What follows belongs to an exercise in optimizing a design on an open flow for small area, a short achievable clock period and few clock cycles per item; a production flow would make more cautious choices. Only simulation tests tie the RTL to the original design; equivalence was not proved.

run a:
Design EC_TOP, start of the top module:
module EC_TOP(
    clk, rst_n, in_valid,
    in_Px, in_Py, in_Qx, in_Qy, in_prime, in_a,
    out_valid, out_Rx, out_Ry
);
input clk, rst_n, in_valid;
input [5:0] in_Px, in_Py, in_Qx, in_Qy, in_prime, in_a;
output out_valid;
output [5:0] out_Rx, out_Ry;
reg vld;
reg [5:0] s_q, w_q, u_q, pmy_q, p_q;
wire a0 = ~(in_Px[0] ^ in_Qx[0]);
wire a1 = ~(in_Px[1] ^ in_Qx[1]);
wire a2 = ~(in_Px[2] ^ in_Qx[2]);
wire a3 = ~(in_Px[3] ^ in_Qx[3]);
wire a4 = ~(in_Px[4] ^ in_Qx[4]);
wire a5 = ~(in_Px[5] ^ in_Qx[5]);
wire a6 = ~(in_Py[0] ^ in_Qy[0]);
wire a7 = ~(in_Py[1] ^ in_Qy[1]);
wire a8 = ~(in_Py[2] ^ in_Qy[2]);
wire a9 = ~(in_Py[3] ^ in_Qy[3]);
wire a10 = ~(in_Py[4] ^ in_Qy[4]);
wire a11 = ~(in_Py[5] ^ in_Qy[5]);
wire a12 = a0 & a1 & a2 & a3 & a4 & a5 & a6 & a7 & a8 & a9 & a10 & a11;
wire a13 = ~in_Px[0];
wire a14 = in_Qx[0] ^ a13;
wire a15 = ~a14;
wire a16 = in_Qx[0] | a13;
wire a17 = ~in_Px[1];
wire a18 = in_Qx[1] ^ a17 ^ a16;
wire a19 = (in_Qx[1] & a17) | (in_Qx[1] & a16) | (a17 & a16);
wire a20 = ~in_Px[2];
wire a21 = in_Qx[2] ^ a20 ^ a19;
  ...
export LEC_CHECK = 0
export ABC_AREA = 1
export CAP_MARGIN = 20
export CORE_MARGIN = 2
export CORE_UTILIZATION = 40
export SLEW_MARGIN = 20
export SYNTH_HIERARCHICAL = 1
export SYNTH_MEMORY_MAX_BITS = 16384
create_clock -name core_clock -period 220.0 [get_ports {clk}]
standard.sh (not shown) runs the stock make flow with config.mk's settings and CLKGATE_MAP_FILE= SYNTH_SCRIPT=/design/flow/synth_recipe.tcl, a recipe that flattens the netlist after the stock synthesis.
==> flow/flow/run.sh <==
#!/bin/bash
# Own layout flow:
#  1. the standard synthesis (standard.sh synth), unchanged;
#  2. an area-oriented re-mapping (ABC amap) of the combinational standard
#     cells only: flip-flops, full/half adders and tie cells stay as they are,
#     so the registers keep their names and cell types;
#  3. the standard layout from floorplan to finish, with buf_1 port buffers.
# Each tool writes its full output to a log file in the work folder.
set -euo pipefail
W="$PWD"
RES="$W/orfs/results/$FLOW_PLATFORM/EC_TOP/base"
bash standard.sh synth > "$W/synth.log" 2>&1
cp "$RES/1_2_yosys.v" "$W/1_2_yosys_standard.v"
REMAP_IN="$W/1_2_yosys_standard.v" REMAP_OUT="$RES/1_2_yosys.v" \
  yosys -c flow/remap.tcl > "$W/remap.log" 2>&1
rm -f "$RES/1_synth.odb"
export BUFFER_PORTS_ARGS="-buffer_cell sky130_fd_sc_hd__buf_1"
bash standard.sh > "$W/layout.log" 2>&1
==> flow/flow/amap.abc <==
strash
dch
amap
topo
stime -c
==> flow/flow/remap.tcl <==
# Re-map the combinational cells of the standard synthesis for area.
# Flip-flops, full/half adders and tie cells are kept as they are.
yosys -import
set lib $::env(FLOW_HOME)/platforms/$::env(FLOW_PLATFORM)/lib/sky130_fd_sc_hd__tt_025C_1v80.lib
set top $::env(FLOW_TOP)
set flat $::env(PWD)/remap_flat.v
# 1. the other cells as their logic functions
read_liberty -ignore_miss_func $lib
read_verilog $::env(REMAP_IN)
hierarchy -check -top $top
blackbox sky130_fd_sc_hd__df* sky130_fd_sc_hd__fa_* sky130_fd_sc_hd__ha_* sky130_fd_sc_hd__conb_*
flatten
opt_clean -purge
select $top
write_verilog -noattr -selected $flat
select -clear
design -reset
# 2. map that logic again
read_liberty -lib $lib
read_verilog $flat
hierarchy -check -top $top
techmap
opt -fast
set dont {}
foreach c {probe_p_8 probec_p_8 lpflow_*} { lappend dont -dont_use sky130_fd_sc_hd__$c }
abc -liberty $lib {*}$dont -script [file dirname [info script]]/amap.abc
opt_clean -purge
setundef -zero
hilomap -singleton -hicell sky130_fd_sc_hd__conb_1 HI -locell sky130_fd_sc_hd__conb_1 LO
insbuf -buf sky130_fd_sc_hd__buf_4 A X
opt_clean -purge
check -assert
tee -o $::env(PWD)/remap_stat.txt stat -liberty $lib
write_verilog -noattr -nohex -nodec $::env(REMAP_OUT)
Run a was carried through to the last stage, and its layout satisfied the timing, DRC and antenna checks.
Testbench counts of run a, summed over its fixed seeds: cycles 3,208, items 3,200.
[inputs] run b vs run a
diff --git a/flow/flow/remap.tcl b/flow/flow/remap.tcl
--- a/flow/flow/remap.tcl
+++ b/flow/flow/remap.tcl
@@ -9,5 +9,5 @@
 read_verilog $::env(REMAP_IN)
 hierarchy -check -top $top
-blackbox sky130_fd_sc_hd__df* sky130_fd_sc_hd__fa_* sky130_fd_sc_hd__ha_* sky130_fd_sc_hd__conb_*
+blackbox sky130_fd_sc_hd__df* sky130_fd_sc_hd__fa_* sky130_fd_sc_hd__ha_* sky130_fd_sc_hd__conb_* {*}[expr {[info exists ::env(REMAP_KEEP)] ? $::env(REMAP_KEEP) : ""}]
 flatten
 opt_clean -purge
## What came out
Run b | stages: all done | timing, DRC, antenna: all pass
Comparing run a against run b, there is no change at all in post-layout minimum cycle time.
As far as wire length of the first global-routing pass is concerned, run a and run b perform about the same.
Diff run b..run a | worst setup slack | unchanged
As far as area growth from synthesis to layout goes, run b and run a are indistinguishable; the numbers are identical.

[afterwards: timing with drivers on the ports]
The flow's constraints put no driver on any port. The routed layouts listed below were extracted and timed again, unchanged, in two steps. Step 1 assumes that a clkbuf_16 drives the clock port and a buf_2 every other input. Step 2 moves the port delays by t, midway between the first and last clock arrival at a register: inputs arrive t later, outputs are due t later. That takes back most of the time a late clock gives input paths. Slacks: no drivers / after step 1 / after step 2; pairs: no drivers / after step 1.
run | shift t [ns] | slack for setup (ns) | hold slack, ns | slew at the worst register clock pin (ns) | worst slew at a driven data input, ns
run a | 0.308 | 135.140 / 135.145 / 134.837 | 43.471 / 43.464 / 43.772 | 0.05 / 0.05 | 0.05
run b | 0.308 | 135.140 / 135.145 / 134.837 | 43.471 / 43.464 / 43.772 | 0.05 / 0.05 | 0.05
After both steps setup and hold are still met in every run listed.
